This design comes from an exercise in tuning for small area on the open sky130 flow, not from production work.
In this exercise RTL edits were held to simulation tests only and were not proved equivalent to the original.
Power is estimated from default activity; no workload was simulated.

==> quartz: inputs <==
## motorpackage
module motorpackage(
    input        inc,
    input        rst,
    input        en,
    input        rxin,
    input        q1a, q1b, q2a, q2b, q3a, q3b, q4a, q4b,
    input  [2:0] hall1, hall2, hall3, hall4, hall5,
    output [1:0] a1, b1, c1,
    output [1:0] a2, b2, c2,
    output [1:0] a3, b3, c3,
    output [1:0] a4, b4, c4,
    output [1:0] a5, b5, c5,
    output       tx
    );
localparam [2:0] S_IDLE = 3'd0, S_START = 3'd1, S_DATA = 3'd2, S_STOP = 3'd3, S_CLEAN = 3'd4;
reg       rx_r1, rx_r2;
reg [2:0] rx_sm;
reg [8:0] rx_cnt;       
reg [2:0] rx_idx;
reg [7:0] rx_byte;      
wire rx_end = (rx_cnt == 9'h1a8);                          
wire [8:0] rx_cnt_step = {rx_cnt[7:0], ~(rx_cnt[8] ^ rx_cnt[4])};
wire rx_dv  = (rx_sm == S_CLEAN);
always @(posedge inc) begin
    if (rst) begin
        rx_r1 <= 1'b0;
        rx_r2 <= 1'b0;
    end else begin
        rx_r1 <= rxin;
        rx_r2 <= rx_r1;
    end
end
always @(posedge inc) begin
    if (rst) begin
        rx_sm  <= S_IDLE;
    end else begin
        case (rx_sm)
            S_IDLE: begin
  ...
Settings: LEC_CHECK=0, ABC_AREA=1, CAP_MARGIN=20, CORE_MARGIN=2, CORE_UTILIZATION=75, CTS_BUF_LIST=sky130_fd_sc_hd__clkbuf_16, CTS_CLUSTER_DIAMETER=80, CTS_CLUSTER_SIZE=25, GPL_TIMING_DRIVEN=1, SLEW_MARGIN=20; clock period 10.0 ns.
standard.sh (not shown) runs the stock make flow with config.mk's settings and CLKGATE_MAP_FILE= SYNTH_SCRIPT=/design/flow/synth_recipe.tcl, a recipe that flattens the netlist after the stock synthesis.
==> flow/flow/run.sh <==
#!/bin/bash
# Layout flow: the standard synthesis, then the combinational logic of
# its netlist re-mapped for area (flow/remap.sh: registers, adder cells and
# names kept), then the standard layout steps with two options changed:
#  - the port buffers inserted at placement are the smallest buffer
#    (every input and output port still gets its own buffer);
#  - clock tree synthesis adds no dummy loads.
# Logs: standard_synth.log and standard.log (make), remap.log (yosys),
# and each ORFS step's own log under orfs/logs.
set -euo pipefail
HERE=$(pwd)
R=$HERE/orfs/results/sky130hd/motorpackage/base
LIB=$FLOW_HOME/platforms/sky130hd/lib/sky130_fd_sc_hd__tt_025C_1v80.lib
YOSYS=$FLOW_HOME/../tools/install/yosys/bin/yosys
[ -x "$YOSYS" ] || YOSYS=$(command -v yosys)

export BUFFER_PORTS_ARGS="-buffer_cell sky130_fd_sc_hd__buf_1"
export CTS_ARGS="-sink_clustering_enable -repair_clock_nets -sink_clustering_size 25 -sink_clustering_max_diameter 80 -buf_list sky130_fd_sc_hd__clkbuf_16 -dont_use_dummy_load"

bash standard.sh synth > standard_synth.log 2>&1
cp "$R/1_2_yosys.v" "$HERE/1_2_yosys_standard.v"
bash flow/remap.sh "$HERE/1_2_yosys_standard.v" "$R/1_2_yosys.v" "$LIB" "$YOSYS" "$HERE/remap.log"
rm -f "$R/1_synth.odb" "$R/1_synth.sdc"
bash standard.sh > standard.log 2>&1
Other scripts of this flow, unchanged in this note and not shown: flow/flow/remap.sh
==> cedar: changes against quartz <==
--- a/flow/design.v
+++ b/flow/design.v
@@ -84,12 +84,11 @@
         if (rst || !en) dir[gi] <= 1'b0;
         else if (rx_dv && set_cnt == gi) dir[gi] <= rx_byte[7];
     end
     always @(posedge inc) begin
         if (rst || !en) spd[gi] <= 7'd0;
-        else if ((gi & 1) ? (rx_dv && set_cnt == gi) : (dv_d && set_cnt == ((gi + 1) & 3)))
-            spd[gi] <= rx_byte[6:0];
+        else if (dv_d && set_cnt == ((gi + 1) & 3)) spd[gi] <= rx_byte[6:0];
     end
 end endgenerate
 reg [15:0] ticker;
 reg        tk_pre, tk_last, tk_first, tk_b;
 wire       tk_m1 = (ticker == 16'hc097);                    
@@ -228,11 +227,11 @@
     input        tk_last,     
     input        tk_b,        
     input        hz,          
     input  [6:0] spd_x,       
     input  [7:0] tot_x_n,     
-    input  [6:0] spd_y,       
+    input  [6:0] spd_y,
     input  [7:0] tot_y_n,
     input        pstep,
     input  [6:0] ptmp_next,
     output       k_x,
     output       k_y
@@ -240,19 +239,18 @@
 wire [7:0] ex_n, ey_n;
 mp_rca #(8) u_ex (.a({1'b0, spd_x}), .b(tot_x_n), .ci(1'b1), .s(ex_n));
 mp_rca #(8) u_ey (.a({1'b0, spd_y}), .b(tot_y_n), .ci(1'b1), .s(ey_n));
 reg [7:0] ex, ey;
 always @(posedge clk) ex <= ex_n;
-always @(posedge clk) if (!(tk_pre | tk_last)) ey <= ey_n;
+always @(posedge clk) if (!tk_last) ey <= ey_n;
 reg  [7:0]  epx, epy;       
 reg  [13:0] pox, poy;       
 reg  [13:0] pmx, pmy;       
 reg  [6:0]  wy;             
 wire [13:0] o_in = tk_m1 ? poy : tk_b ? pmy : pox;
-wire        sel_y = tk_m1 | tk_b;
-wire [7:0]  e_in = sel_y ? ey : ex;
-wire [7:0]  p_in = sel_y ? epy : epx;
+wire [7:0]  e_in = tk_m1 ? ey_n : tk_b ? ey : ex;
+wire [7:0]  p_in = (tk_m1 | tk_b) ? epy : epx;
 wire [13:0] o_m = hz ? 14'd0 : o_in;
 wire [8:0]  t1;
 wire [9:0]  t2;
 mp_rca #(9)  u_t1 (.a({e_in[7], e_in}), .b(~{p_in[7], p_in}), .ci(1'b1), .s(t1));
 mp_rca #(10) u_t2 (.a({{2{e_in[7]}}, e_in}), .b({p_in[7], p_in, 1'b0}), .ci(1'b0), .s(t2));
@@ -287,11 +285,12 @@
     else if (tk_last && !en) pmy <= poy;
     else if (tk_b) pmy <= sat;
 end
 always @(posedge clk) begin
     if (rst || !en) epy <= 8'd0;
-    else if (sel_y) epy <= ey;
+    else if (tk_m1) epy <= ey_n;
+    else if (tk_b) epy <= ey;
 end
 wire [6:0] duty_x = pox[13] ? 7'd0 : (|pox[12:7]) ? 7'd127 : pox[6:0];
 wire [6:0] cl_pm  = pmy[13] ? 7'd0 : (|pmy[12:7]) ? 7'd127 : pmy[6:0];
 wire [6:0] cl_po  = poy[13] ? 7'd0 : (|poy[12:7]) ? 7'd127 : poy[6:0];
 always @(posedge clk) begin
--- a/flow/config.mk
+++ b/flow/config.mk
@@ -6,11 +6,11 @@
 export NUM_CORES = 4
 export LEC_CHECK = 0
 export ABC_AREA = 1
 export CAP_MARGIN = 20
 export CORE_MARGIN = 2
-export CORE_UTILIZATION = 75
+export CORE_UTILIZATION = 40
 export CTS_BUF_LIST = sky130_fd_sc_hd__clkbuf_16
 export CTS_CLUSTER_DIAMETER = 80
 export CTS_CLUSTER_SIZE = 25
 export GPL_TIMING_DRIVEN = 1
 export SLEW_MARGIN = 20
==> xenon: changes against quartz <==
--- a/flow/design.v
+++ b/flow/design.v
@@ -84,12 +84,11 @@
         if (rst || !en) dir[gi] <= 1'b0;
         else if (rx_dv && set_cnt == gi) dir[gi] <= rx_byte[7];
     end
     always @(posedge inc) begin
         if (rst || !en) spd[gi] <= 7'd0;
-        else if ((gi & 1) ? (rx_dv && set_cnt == gi) : (dv_d && set_cnt == ((gi + 1) & 3)))
-            spd[gi] <= rx_byte[6:0];
+        else if (dv_d && set_cnt == ((gi + 1) & 3)) spd[gi] <= rx_byte[6:0];
     end
 end endgenerate
 reg [15:0] ticker;
 reg        tk_pre, tk_last, tk_first, tk_b;
 wire       tk_m1 = (ticker == 16'hc097);                    
@@ -228,11 +227,11 @@
     input        tk_last,     
     input        tk_b,        
     input        hz,          
     input  [6:0] spd_x,       
     input  [7:0] tot_x_n,     
-    input  [6:0] spd_y,       
+    input  [6:0] spd_y,
     input  [7:0] tot_y_n,
     input        pstep,
     input  [6:0] ptmp_next,
     output       k_x,
     output       k_y
@@ -240,19 +239,18 @@
 wire [7:0] ex_n, ey_n;
 mp_rca #(8) u_ex (.a({1'b0, spd_x}), .b(tot_x_n), .ci(1'b1), .s(ex_n));
 mp_rca #(8) u_ey (.a({1'b0, spd_y}), .b(tot_y_n), .ci(1'b1), .s(ey_n));
 reg [7:0] ex, ey;
 always @(posedge clk) ex <= ex_n;
-always @(posedge clk) if (!(tk_pre | tk_last)) ey <= ey_n;
+always @(posedge clk) if (!tk_last) ey <= ey_n;
 reg  [7:0]  epx, epy;       
 reg  [13:0] pox, poy;       
 reg  [13:0] pmx, pmy;       
 reg  [6:0]  wy;             
 wire [13:0] o_in = tk_m1 ? poy : tk_b ? pmy : pox;
-wire        sel_y = tk_m1 | tk_b;
-wire [7:0]  e_in = sel_y ? ey : ex;
-wire [7:0]  p_in = sel_y ? epy : epx;
+wire [7:0]  e_in = tk_m1 ? ey_n : tk_b ? ey : ex;
+wire [7:0]  p_in = (tk_m1 | tk_b) ? epy : epx;
 wire [13:0] o_m = hz ? 14'd0 : o_in;
 wire [8:0]  t1;
 wire [9:0]  t2;
 mp_rca #(9)  u_t1 (.a({e_in[7], e_in}), .b(~{p_in[7], p_in}), .ci(1'b1), .s(t1));
 mp_rca #(10) u_t2 (.a({{2{e_in[7]}}, e_in}), .b({p_in[7], p_in, 1'b0}), .ci(1'b0), .s(t2));
@@ -287,11 +285,12 @@
     else if (tk_last && !en) pmy <= poy;
     else if (tk_b) pmy <= sat;
 end
 always @(posedge clk) begin
     if (rst || !en) epy <= 8'd0;
-    else if (sel_y) epy <= ey;
+    else if (tk_m1) epy <= ey_n;
+    else if (tk_b) epy <= ey;
 end
 wire [6:0] duty_x = pox[13] ? 7'd0 : (|pox[12:7]) ? 7'd127 : pox[6:0];
 wire [6:0] cl_pm  = pmy[13] ? 7'd0 : (|pmy[12:7]) ? 7'd127 : pmy[6:0];
 wire [6:0] cl_po  = poy[13] ? 7'd0 : (|poy[12:7]) ? 7'd127 : poy[6:0];
 always @(posedge clk) begin
--- a/flow/config.mk
+++ b/flow/config.mk
@@ -6,11 +6,11 @@
 export NUM_CORES = 4
 export LEC_CHECK = 0
 export ABC_AREA = 1
 export CAP_MARGIN = 20
 export CORE_MARGIN = 2
-export CORE_UTILIZATION = 75
+export CORE_UTILIZATION = 60
 export CTS_BUF_LIST = sky130_fd_sc_hd__clkbuf_16
 export CTS_CLUSTER_DIAMETER = 80
 export CTS_CLUSTER_SIZE = 25
 export GPL_TIMING_DRIVEN = 1
 export SLEW_MARGIN = 20
==> results.txt <==
item                                                                             quartz                     cedar                     xenon
Vias in the first global route                                                   16,000                    15,100                    15,100
First drt pass iteration count                                                        9                         8                         8
Standard cell with the maximum stage delay on the critical path  sky130_fd_sc_hd__inv_1  sky130_fd_sc_hd__nor2b_1  sky130_fd_sc_hd__nand2_1
Multi-input gates                                                                 1,618                     1,654                     1,654
Status                                                 no timing/DRC/antenna violations  no timing/DRC/antenna violations  no timing/DRC/antenna violations
Wire length of the first global-routing pass                             76,300 microns            77,500 microns            74,700 microns
Die area                                                                   24,600 sq um              45,600 sq um              30,700 sq um
Met2 wire length                                                         22,500 microns            21,700 microns            21,100 microns
Synthesized cell area                                                      17,500 sq um              17,600 sq um              17,600 sq um
Data arrival time of the critical path                                          8810 ps                   8610 ps                   8600 ps
Clock network power                                                            0.813 mW                  0.875 mW                  0.838 mW
Worst reg2reg startpoint                                                     ticker[14]                ticker[11]                ticker[11]
Smallest hold slack                                                              444 ps                    423 ps                    439 ps
Combinational Power Share                                                          4.7%                      4.8%                      4.9%
Buffers, non-clock                                                                   83                        80                        79

========
==> inputs of zinc <==
==> flow/design.v <==
`timescale 1ns / 1ps
module motorpackage(
    input        inc,
    input        rst,
    input        en,
    input        rxin,
    input        q1a, q1b, q2a, q2b, q3a, q3b, q4a, q4b,
    input  [2:0] hall1, hall2, hall3, hall4, hall5,
    output [1:0] a1, b1, c1,
    output [1:0] a2, b2, c2,
    output [1:0] a3, b3, c3,
    output [1:0] a4, b4, c4,
    output [1:0] a5, b5, c5,
    output       tx
    );
localparam [2:0] S_IDLE = 3'd0, S_START = 3'd1, S_DATA = 3'd2, S_STOP = 3'd3, S_CLEAN = 3'd4;
reg       rx_r1, rx_r2;
reg [2:0] rx_sm;
reg [8:0] rx_cnt;       
reg [2:0] rx_idx;
reg [7:0] rx_byte;      
wire rx_end = (rx_cnt == 9'h1a8);                          
wire [8:0] rx_cnt_step = {rx_cnt[7:0], ~(rx_cnt[8] ^ rx_cnt[4])};
wire rx_dv  = (rx_sm == S_CLEAN);
always @(posedge inc) begin
    if (rst) begin
        rx_r1 <= 1'b0;
        rx_r2 <= 1'b0;
    end else begin
        rx_r1 <= rxin;
        rx_r2 <= rx_r1;
    end
end
always @(posedge inc) begin
    if (rst) begin
        rx_sm  <= S_IDLE;
    end else begin
        case (rx_sm)
            S_IDLE: begin
                rx_cnt <= 9'h1d4;                           
                rx_idx <= 3'd0;
                if (!rx_r2) rx_sm <= S_START;
            end
            S_START: begin
                if (rx_end) begin
                    rx_cnt <= 9'd0;
                    rx_sm  <= rx_r2 ? S_IDLE : S_DATA;
                end else
                    rx_cnt <= rx_cnt_step;
            end
            S_DATA: begin
                if (rx_end) begin
                    rx_cnt <= 9'd0;
                    rx_idx <= rx_idx + 1'b1;
                    if (rx_idx == 3'd7) rx_sm <= S_STOP;
                end else
                    rx_cnt <= rx_cnt_step;
            end
            S_STOP: begin
                if (rx_end) begin
                    rx_cnt <= 9'd0;
                    rx_sm  <= S_CLEAN;
                end else
                    rx_cnt <= rx_cnt_step;
            end
            default: rx_sm <= S_IDLE;
        endcase
    end
end
always @(posedge inc)
    if (rx_sm == S_DATA && rx_end) rx_byte <= {rx_r2, rx_byte[7:1]};
reg [1:0] set_cnt;
reg [3:0] dir;
reg       dv_d;
reg [6:0] spd [0:3];
always @(posedge inc) begin
    if (rst) set_cnt <= 2'd0;
    else if (en && rx_dv) set_cnt <= set_cnt + 1'b1;
end
always @(posedge inc) dv_d <= rx_dv & en & ~rst;
genvar gi;
generate for (gi = 0; gi < 4; gi = gi + 1) begin : g_set
    always @(posedge inc) begin
        if (rst || !en) dir[gi] <= 1'b0;
        else if (rx_dv && set_cnt == gi) dir[gi] <= rx_byte[7];
    end
    always @(posedge inc) begin
        if (rst || !en) spd[gi] <= 7'd0;
        else if (dv_d && set_cnt == ((gi + 1) & 3)) spd[gi] <= rx_byte[6:0];
    end
end endgenerate
reg [15:0] ticker;
reg        tk_last, tk_first;
wire       tk_pre = (ticker == 16'h812f);                   
always @(posedge inc) begin
    if (rst || !en || tk_last) ticker <= 16'd0;
    else ticker <= {ticker[14:0], ~(ticker[15] ^ ticker[14] ^ ticker[12] ^ ticker[3])};
end
always @(posedge inc) begin
    tk_last  <= tk_pre & en & ~rst;
    tk_first <= rst | ~en | tk_last;
end
wire click1 = tk_pre | tk_last;    
wire click2 = tk_first;            
reg hz;
always @(posedge inc) begin
    if (rst || !en) hz <= 1'b1;
    else if (click1) hz <= 1'b0;
end
reg [8:0] pdiv;
always @(posedge inc) begin
    if (rst) pdiv <= 9'd0;
    else pdiv <= {pdiv[7:0], ~(pdiv[8] ^ pdiv[4]) ^ (&pdiv[7:0])};    
end
wire pstep = (pdiv == 9'h0ab) & en;                        
reg  [6:0] ptmp;
wire [6:0] ptmp_next = ptmp + 1'b1;
always @(posedge inc) begin
    if (rst) ptmp <= 7'd0;
    else if (pstep) ptmp <= ptmp_next;
end
wire [7:0] enc1, enc2, enc3, enc4;
wire [3:0] pwm_out;
mp_chan ch1 (.clk(inc), .rst(rst), .en(en), .qa(q1a), .qb(q1b), .spd(spd[0]),
             .click1(click1), .click2(click2), .hz(hz), .pstep(pstep), .ptmp_next(ptmp_next),
             .enc(enc1), .pwm_out(pwm_out[0]));
mp_chan ch2 (.clk(inc), .rst(rst), .en(en), .qa(q2a), .qb(q2b), .spd(spd[1]),
             .click1(click1), .click2(click2), .hz(hz), .pstep(pstep), .ptmp_next(ptmp_next),
             .enc(enc2), .pwm_out(pwm_out[1]));
mp_chan ch3 (.clk(inc), .rst(rst), .en(en), .qa(q3a), .qb(q3b), .spd(spd[2]),
             .click1(click1), .click2(click2), .hz(hz), .pstep(pstep), .ptmp_next(ptmp_next),
             .enc(enc3), .pwm_out(pwm_out[2]));
mp_chan ch4 (.clk(inc), .rst(rst), .en(en), .qa(q4a), .qb(q4b), .spd(spd[3]),
             .click1(click1), .click2(click2), .hz(hz), .pstep(pstep), .ptmp_next(ptmp_next),
             .enc(enc4), .pwm_out(pwm_out[3]));
mp_gate gd1 (.pwm(pwm_out[0]), .d(dir[0]), .h(hall1), .a(a1), .b(b1), .c(c1));
mp_gate gd2 (.pwm(pwm_out[1]), .d(dir[1]), .h(hall2), .a(a2), .b(b2), .c(c2));
mp_gate gd3 (.pwm(pwm_out[2]), .d(dir[2]), .h(hall3), .a(a3), .b(b3), .c(c3));
mp_gate gd4 (.pwm(pwm_out[3]), .d(dir[3]), .h(hall4), .a(a4), .b(b4), .c(c4));
mp_gate gd5 (.pwm(1'b1),       .d(1'b1),   .h(hall5), .a(a5), .b(b5), .c(c5));
reg [8:0] tdiv;
reg [3:0] tcnt;
reg       tx_reg;
reg [7:0] tser;
reg [1:0] tsel;
wire ttick = (tdiv == 9'h1a8);         
wire tflag = (tcnt == 4'd1);
always @(posedge inc) begin
    if (rst) tdiv <= 9'h1d4;               
    else if (ttick) tdiv <= 9'd0;
    else tdiv <= {tdiv[7:0], ~(tdiv[8] ^ tdiv[4])};
end
always @(posedge inc) begin
    if (rst) begin
        tcnt   <= 4'd0;
        tx_reg <= 1'b1;
    end else if (ttick) begin
        case (tcnt)
            4'd0: begin tx_reg <= 1'b0;         tcnt <= 4'd1; end
            4'd1: begin tx_reg <= tser[0];      tcnt <= 4'd2; end
            4'd2: begin tx_reg <= tser[1];      tcnt <= 4'd3; end
            4'd3: begin tx_reg <= tser[2];      tcnt <= 4'd4; end
            4'd4: begin tx_reg <= tser[3];      tcnt <= 4'd5; end
            4'd5: begin tx_reg <= tser[4];      tcnt <= 4'd6; end
            4'd6: begin tx_reg <= tser[5];      tcnt <= 4'd7; end
            4'd7: begin tx_reg <= tser[6];      tcnt <= 4'd8; end
            4'd8: begin tx_reg <= tser[7];      tcnt <= 4'd9; end
            4'd9: begin tx_reg <= 1'b1;         tcnt <= 4'd0; end
            default: ;
        endcase
    end
end
assign tx = tx_reg;
always @(posedge inc) begin
    if (rst) tsel <= 2'd0;
    else if (en && tflag) tsel <= tsel + 1'b1;
end
always @(posedge inc) begin
    if (!en) tser <= 8'd0;
    else if (tflag) begin
        case (tsel)
            2'd0: tser <= enc1;
            2'd1: tser <= enc2;
            2'd2: tser <= enc3;
            default: tser <= enc4;
        endcase
    end
end
endmodule
module mp_chan(
    input        clk,
    input        rst,
    input        en,
    input        qa, qb,
    input  [6:0] spd,         
    input        click1,
    input        click2,
    input        hz,          
    input        pstep,
    input  [6:0] ptmp_next,
    output [7:0] enc,
    output       pwm_out
    );
reg [2:0] qs;
reg [7:0] cnt, tot_n;    
always @(posedge clk) begin
    if (rst) qs <= 3'd0;
    else qs <= {qs[1:0], qa ^ qb};
end
wire cen = qs[1] ^ qs[2];
always @(posedge clk) begin
    if (rst || !en || click2) cnt <= 8'd0;
    else if (cen) cnt <= cnt + 1'b1;
end
always @(posedge clk) begin
    if (rst || !en) tot_n <= 8'hff;
    else if (click1) tot_n <= ~cnt;
end
assign enc = ~tot_n;
reg  [7:0]  err;        
reg  [7:0]  ep;         
reg  [13:0] po;         
reg  [13:0] pm;         
wire [7:0] err_n;
mp_rca #(8) u_err (.a({1'b0, spd}), .b(tot_n), .ci(1'b1), .s(err_n));
always @(posedge clk) err <= err_n;
wire [7:0]  p_m = ep;
wire [13:0] o_m = hz ? 14'd0 : po;
wire [8:0]  t1;
wire [9:0]  t2;
mp_rca #(9)  u_t1 (.a({err[7], err}), .b(~{p_m[7], p_m}), .ci(1'b1), .s(t1));
mp_rca #(10) u_t2 (.a({{2{err[7]}}, err}), .b({p_m[7], p_m, 1'b0}), .ci(1'b0), .s(t2));
wire [14:0] cx = {o_m[13], o_m};
wire [14:0] cy = {{2{t1[8]}}, t1, 4'b0};
wire [14:0] cz = {{5{t2[9]}}, t2};
wire [14:0] cs = cx ^ cy ^ cz;
wire [14:0] cc = (cx & cy) | (cz & (cx ^ cy));
wire [14:0] sum;
mp_rca #(15) u_sum (.a(cs), .b({cc[13:0], 1'b0}), .ci(1'b0), .s(sum));
wire [13:0] sat  = (sum[14] != sum[13]) ? {sum[14], {13{~sum[14]}}} : sum[13:0];
always @(posedge clk) begin
    if (rst) begin
        po <= 14'd0;
        pm <= 14'd0;
    end else if (en && click1) begin
        po <= pm;
        pm <= sat;
    end
end
always @(posedge clk) begin
    if (rst || !en) ep <= 8'd0;
    else if (click1) ep <= err;
end
wire [6:0] duty = po[13] ? 7'd0 : (|po[12:7]) ? 7'd127 : po[6:0];
reg k;
always @(posedge clk) begin
    if (rst) k <= 1'b0;
    else if (pstep) k <= (ptmp_next < duty);
end
assign pwm_out = k;
endmodule
module mp_gate(
    input        pwm,
    input        d,
    input  [2:0] h,
    output [1:0] a,
    output [1:0] b,
    output [1:0] c
    );
wire e = h[0];
wire f = h[1];
wire g = h[2];
assign a = pwm ? {((~d&e&~f)|(d&~e&f)), ((~d&~f)|(e&f)|(d&~e))} : 2'b01;
assign b = pwm ? {((~d&f&~g)|(d&~f&g)), ((~d&~g)|(f&g)|(d&~f))} : 2'b01;
assign c = pwm ? {((~d&~e&g)|(d&e&~g)), ((~d&~e)|(e&g)|(d&~g))} : 2'b01;
endmodule
module mp_rca #(parameter W = 8) (
    input  [W-1:0] a,
    input  [W-1:0] b,
    input          ci,
    output [W-1:0] s
    );
wire [W:0] c;
assign c[0] = ci;
genvar i;
generate for (i = 0; i < W; i = i + 1) begin : g_bit
    assign s[i]   = a[i] ^ b[i] ^ c[i];
    assign c[i+1] = (a[i] & b[i]) | (c[i] & (a[i] ^ b[i]));
end endgenerate
endmodule
==> flow/flow/run.sh <==
#!/bin/bash
# Layout flow: the standard synthesis, then the combinational logic of
# its netlist re-mapped for area (flow/remap.sh: registers, adder cells and
# names kept), then the standard layout steps with two options changed:
#  - the port buffers inserted at placement are the smallest buffer
#    (every input and output port still gets its own buffer);
#  - clock tree synthesis adds no dummy loads.
# Logs: standard_synth.log and standard.log (make), remap.log (yosys),
# and each ORFS step's own log under orfs/logs.
set -euo pipefail
HERE=$(pwd)
R=$HERE/orfs/results/sky130hd/motorpackage/base
LIB=$FLOW_HOME/platforms/sky130hd/lib/sky130_fd_sc_hd__tt_025C_1v80.lib
YOSYS=$FLOW_HOME/../tools/install/yosys/bin/yosys
[ -x "$YOSYS" ] || YOSYS=$(command -v yosys)

export BUFFER_PORTS_ARGS="-buffer_cell sky130_fd_sc_hd__buf_1"
export CTS_ARGS="-sink_clustering_enable -repair_clock_nets -sink_clustering_size 25 -sink_clustering_max_diameter 80 -buf_list sky130_fd_sc_hd__clkbuf_16 -dont_use_dummy_load"

bash standard.sh synth > standard_synth.log 2>&1
cp "$R/1_2_yosys.v" "$HERE/1_2_yosys_standard.v"
bash flow/remap.sh "$HERE/1_2_yosys_standard.v" "$R/1_2_yosys.v" "$LIB" "$YOSYS" "$HERE/remap.log"
rm -f "$R/1_synth.odb" "$R/1_synth.sdc"
bash standard.sh > standard.log 2>&1
==> flow/flow/remap.sh <==
#!/bin/bash
# Re-maps the combinational logic of the standard synthesis netlist for
# area with ABC's area mapper (amap).  Registers, full/half adder cells and
# port names are kept as the standard synthesis made them.
# usage: remap.sh IN.v OUT.v LIBERTY YOSYS LOGFILE
set -euo pipefail
IN=$1; OUT=$2; LIB=$3; YOSYS=$4; LOG=$5
# cells the mapper may not use: ORFS's dont-use list plus clock, delay,
# tie, and special-purpose cells
DU=""
for c in $(grep -o 'cell *( *"\?sky130_fd_sc_hd__[a-z0-9_]*' "$LIB" | sed 's/.*(\s*"\?//' \
           | grep -E 'lpflow|probe|clk|dly|diode|tap|fill|decap|conb|macro|buf_16|bufbuf|sdf|sedf|dfb|dfr|dfs|dlx|dlr|dlc|einv|ebuf'); do
  DU="$DU -dont_use $c"
done
KEEP=$(grep -o 'sky130_fd_sc_hd__\(df\|edf\|fa_\|ha_\|conb_\)[a-z0-9_]*' "$IN" | sort -u | tr '\n' ' ')
cat > remap.ys <<EOS
read_liberty -ignore_miss_func $LIB
read_verilog $IN
hierarchy -top motorpackage
setattr -mod -set keep_hierarchy 1 $KEEP
flatten
opt_clean
tee -o remap_before.txt stat -liberty $LIB
abc -liberty $LIB $DU -script +strash;dch;amap;topo
opt_clean -purge
hilomap -singleton -hicell sky130_fd_sc_hd__conb_1 HI -locell sky130_fd_sc_hd__conb_1 LO
insbuf -buf sky130_fd_sc_hd__buf_1 A X
opt_clean -purge
tee -o remap_after.txt stat -liberty $LIB
select motorpackage
write_verilog -noattr -nohex -nodec -selected $OUT
EOS
"$YOSYS" -s remap.ys > "$LOG" 2>&1
==> flow/standard.sh <==
#!/bin/bash
# synth_recipe.tcl (not shown) runs the flow's synth.tcl, then flattens the netlist and writes it again
# the make line also repeats each setting of config.mk as NAME=value (left out here)
make -C /OpenROAD-flow-scripts/flow DESIGN_CONFIG=/design/flow/config.mk WORK_HOME=/design/flow/orfs CLKGATE_MAP_FILE= SYNTH_SCRIPT=/design/flow/synth_recipe.tcl "${@:-finish}"
==> flow/config.mk <==
export PLATFORM = sky130hd
export DESIGN_NAME = motorpackage
export DESIGN_NICKNAME = motorpackage
export VERILOG_FILES = /design/flow/design.v
export SDC_FILE = /design/flow/constraint.sdc
export NUM_CORES = 4
export LEC_CHECK = 0
export ABC_AREA = 1
export CAP_MARGIN = 5
export CORE_MARGIN = 2
export CORE_UTILIZATION = 40
export CTS_BUF_LIST = sky130_fd_sc_hd__clkbuf_16
export CTS_CLUSTER_DIAMETER = 80
export CTS_CLUSTER_SIZE = 25
export GPL_TIMING_DRIVEN = 1
export SLEW_MARGIN = 5
==> flow/constraint.sdc <==
create_clock -name core_clock -period 10.0 [get_ports {inc}]
set_input_delay 2.0000 -clock core_clock [delete_from_list [all_inputs] [get_ports {inc}]]
set_output_delay 2.0000 -clock core_clock [all_outputs]
set_load 0.01 [all_outputs]
==> inputs of sierra, as changes to zinc <==
==> flow/design.v, changed modules only <==
module mp_chan(
    input        clk,
    input        rst,
    input        en,
    input        qa, qb,
    input  [6:0] spd,         
    input        click1,
    input        click2,
    input        hz,          
    input        pstep,
    input  [6:0] ptmp_next,
    output [7:0] enc,
    output       pwm_out
    );
reg [2:0] qs;
reg [7:0] cnt, tot;
always @(posedge clk) begin
    if (rst) qs <= 3'd0;
    else qs <= {qs[1:0], qa ^ qb};
end
wire cen = qs[1] ^ qs[2];
always @(posedge clk) begin
    if (rst || !en || click2) cnt <= 8'd0;
    else if (cen) cnt <= cnt + 1'b1;
end
always @(posedge clk) begin
    if (rst || !en) tot <= 8'd0;
    else if (click1) tot <= cnt;
end
assign enc = tot;
reg  [7:0]  err;        
reg  [7:0]  ep;         
reg  [13:0] po;         
reg  [13:0] pm;         
wire [7:0] err_n;
mp_rca #(8) u_err (.a({1'b0, spd}), .b(~tot), .ci(1'b1), .s(err_n));
always @(posedge clk) err <= err_n;
wire [7:0]  p_m = hz ? 8'd0 : ep;
wire [13:0] o_m = hz ? 14'd0 : po;
wire [8:0]  t1;
wire [9:0]  t2;
mp_rca #(9)  u_t1 (.a({err[7], err}), .b(~{p_m[7], p_m}), .ci(1'b1), .s(t1));
mp_rca #(10) u_t2 (.a({{2{err[7]}}, err}), .b({p_m[7], p_m, 1'b0}), .ci(1'b0), .s(t2));
wire [14:0] cx = {o_m[13], o_m};
wire [14:0] cy = {{2{t1[8]}}, t1, 4'b0};
wire [14:0] cz = {{5{t2[9]}}, t2};
wire [14:0] cs = cx ^ cy ^ cz;
wire [14:0] cc = (cx & cy) | (cz & (cx ^ cy));
wire [14:0] sum;
mp_rca #(15) u_sum (.a(cs), .b({cc[13:0], 1'b0}), .ci(1'b0), .s(sum));
wire [13:0] sat  = (sum[14] != sum[13]) ? {sum[14], {13{~sum[14]}}} : sum[13:0];
always @(posedge clk) begin
    if (rst) begin
        po <= 14'd0;
        pm <= 14'd0;
    end else if (en && click1) begin
        po <= pm;
        pm <= sat;
        ep <= err;
    end
end
wire [6:0] duty = po[13] ? 7'd0 : (|po[12:7]) ? 7'd127 : po[6:0];
reg k;
always @(posedge clk) begin
    if (rst) k <= 1'b0;
    else if (pstep) k <= (ptmp_next < duty);
end
assign pwm_out = k;
endmodule
==> flow/flow/run.sh (replaced) <==
#!/bin/bash
# Standard layout, with clock tree synthesis told not to add dummy loads.
set -e
cp standard.sh standard_copy.txt
export CTS_ARGS="-sink_clustering_enable -repair_clock_nets -buf_list sky130_fd_sc_hd__clkbuf_4 -dont_use_dummy_load"
bash standard.sh > standard.log 2>&1
==> flow/config.mk (replaced) <==
export PLATFORM = sky130hd
export DESIGN_NAME = motorpackage
export DESIGN_NICKNAME = motorpackage
export VERILOG_FILES = /design/flow/design.v
export SDC_FILE = /design/flow/constraint.sdc
export NUM_CORES = 4
export LEC_CHECK = 0
export CAP_MARGIN = 20
export CORE_MARGIN = 2
export CORE_UTILIZATION = 40
export CTS_BUF_LIST = sky130_fd_sc_hd__clkbuf_4
export SLEW_MARGIN = 20
removed: flow/flow/remap.sh
==> inputs of maple, as changes to zinc <==
--- a/flow/flow/run.sh
+++ b/flow/flow/run.sh
@@ -16,5 +16,5 @@
 
 export BUFFER_PORTS_ARGS="-buffer_cell sky130_fd_sc_hd__buf_1"
-export CTS_ARGS="-sink_clustering_enable -repair_clock_nets -sink_clustering_size 25 -sink_clustering_max_diameter 80 -buf_list sky130_fd_sc_hd__clkbuf_16 -dont_use_dummy_load"
+export CTS_ARGS="-sink_clustering_enable -repair_clock_nets -sink_clustering_size 30 -sink_clustering_max_diameter 90 -buf_list sky130_fd_sc_hd__clkbuf_16 -dont_use_dummy_load"
 
 bash standard.sh synth > standard_synth.log 2>&1
--- a/flow/config.mk
+++ b/flow/config.mk
@@ -7,5 +7,5 @@
 export LEC_CHECK = 0
 export ABC_AREA = 1
-export CAP_MARGIN = 5
+export CAP_MARGIN = 20
 export CORE_MARGIN = 2
 export CORE_UTILIZATION = 40
@@ -14,3 +14,3 @@
 export CTS_CLUSTER_SIZE = 25
 export GPL_TIMING_DRIVEN = 1
-export SLEW_MARGIN = 5
+export SLEW_MARGIN = 20
==> results.sh <==
export IMPL_status="complete, no violations"
export IMPL_grt_first_pass_wirelength_um=78450
export IMPL_leakage_uw=0.008562
export IMPL_clock_area_frac=0.03364
export IMPL_cts_max_level=3
export IMPL_fillers=4922
export IMPL_routed_wl_met2_um=21790
export IMPL_cts_buffers_inserted=101
export IMPL_layout_common_cells="dfxtp_1, inv_1, a21oi_1"
export IMPL_pg_comb_uw=67.6
The numbers above come from sierra.

==> results.sh <==
export IMPL_status="complete, no violations"
export IMPL_cts_max_level=1
export IMPL_fin_tns_setup_ps=0
export IMPL_post_route_drc_count=0
export IMPL_crit_buf_inv=4
export IMPL_fillers=4403
export IMPL_cts_buffers_inserted=22
export IMPL_wl_met3_um=1385
export IMPL_pg_comb_uw=114
export IMPL_layout_common_cells="dfxtp_1, inv_1, nor2_1"
export IMPL_syn_num_nets=2172
export IMPL_leakage_uw=0.007649
export IMPL_power_uw=2541
export IMPL_nNonClkInverters=322
export IMPL_multi_input_area_um2=9834
export IMPL_grt_first_pass_wirelength_um=68660
export IMPL_power_leader="registers"
export IMPL_routed_wl_met2_um=19310
The numbers above come from zinc.

==> results.sh <==
export IMPL_status="complete, no violations"
export IMPL_grt_first_pass_wirelength_um=68570
export IMPL_layout_common_cells="dfxtp_1, inv_1, nor2_1"
export IMPL_cts_max_level=1
export IMPL_wl_per_cell_um=15.88
export IMPL_regArea_um2=7709
export IMPL_pg_comb_uw=113
export IMPL_fin_crit_sh=0.7900
export IMPL_cts_buffers_inserted=19
export IMPL_routed_wl_met2_um=19400
export IMPL_leakage_uw=0.007611
The numbers above come from maple.

static timing again, ports no longer ideal:
No port has a modelled driver above. Below, the same layouts with a new extraction and two added sets of constraints. Step 1 assumes that a clkbuf_16 drives the clock port and a buf_2 every other input. Step 2, shift: input delay + t, output delay - t, t = (earliest + latest rising clock arrival at the registers) / 2. This alone moves slack from input paths to output paths. Slacks: no drivers / after step 1 / after step 2; pairs: no drivers / after step 1.
| run | shift t [ns] | setup WS [ns] | worst register clock-pin slew, ns | cell pins on the clock port's net |
|---|---|---|---|---|
| quartz | 0.562 | 1.636 / 1.636 / 1.636 | 0.10 / 0.10 | 1 |
| cedar | 0.573 | 1.823 / 1.823 / 1.823 | 0.10 / 0.10 | 1 |
| xenon | 0.571 | 1.773 / 1.773 / 1.773 | 0.10 / 0.10 | 1 |
| zinc | 0.586 | 2.054 / 2.054 / 2.054 | 0.10 / 0.10 | 1 |
| sierra | 0.854 | 1.608 / 1.608 / 1.608 | 0.07 / 0.07 | 1 |
| maple | 0.576 | 2.100 / 2.100 / 2.100 | 0.11 / 0.11 | 1 |
After both steps setup and hold are still met in every run listed.
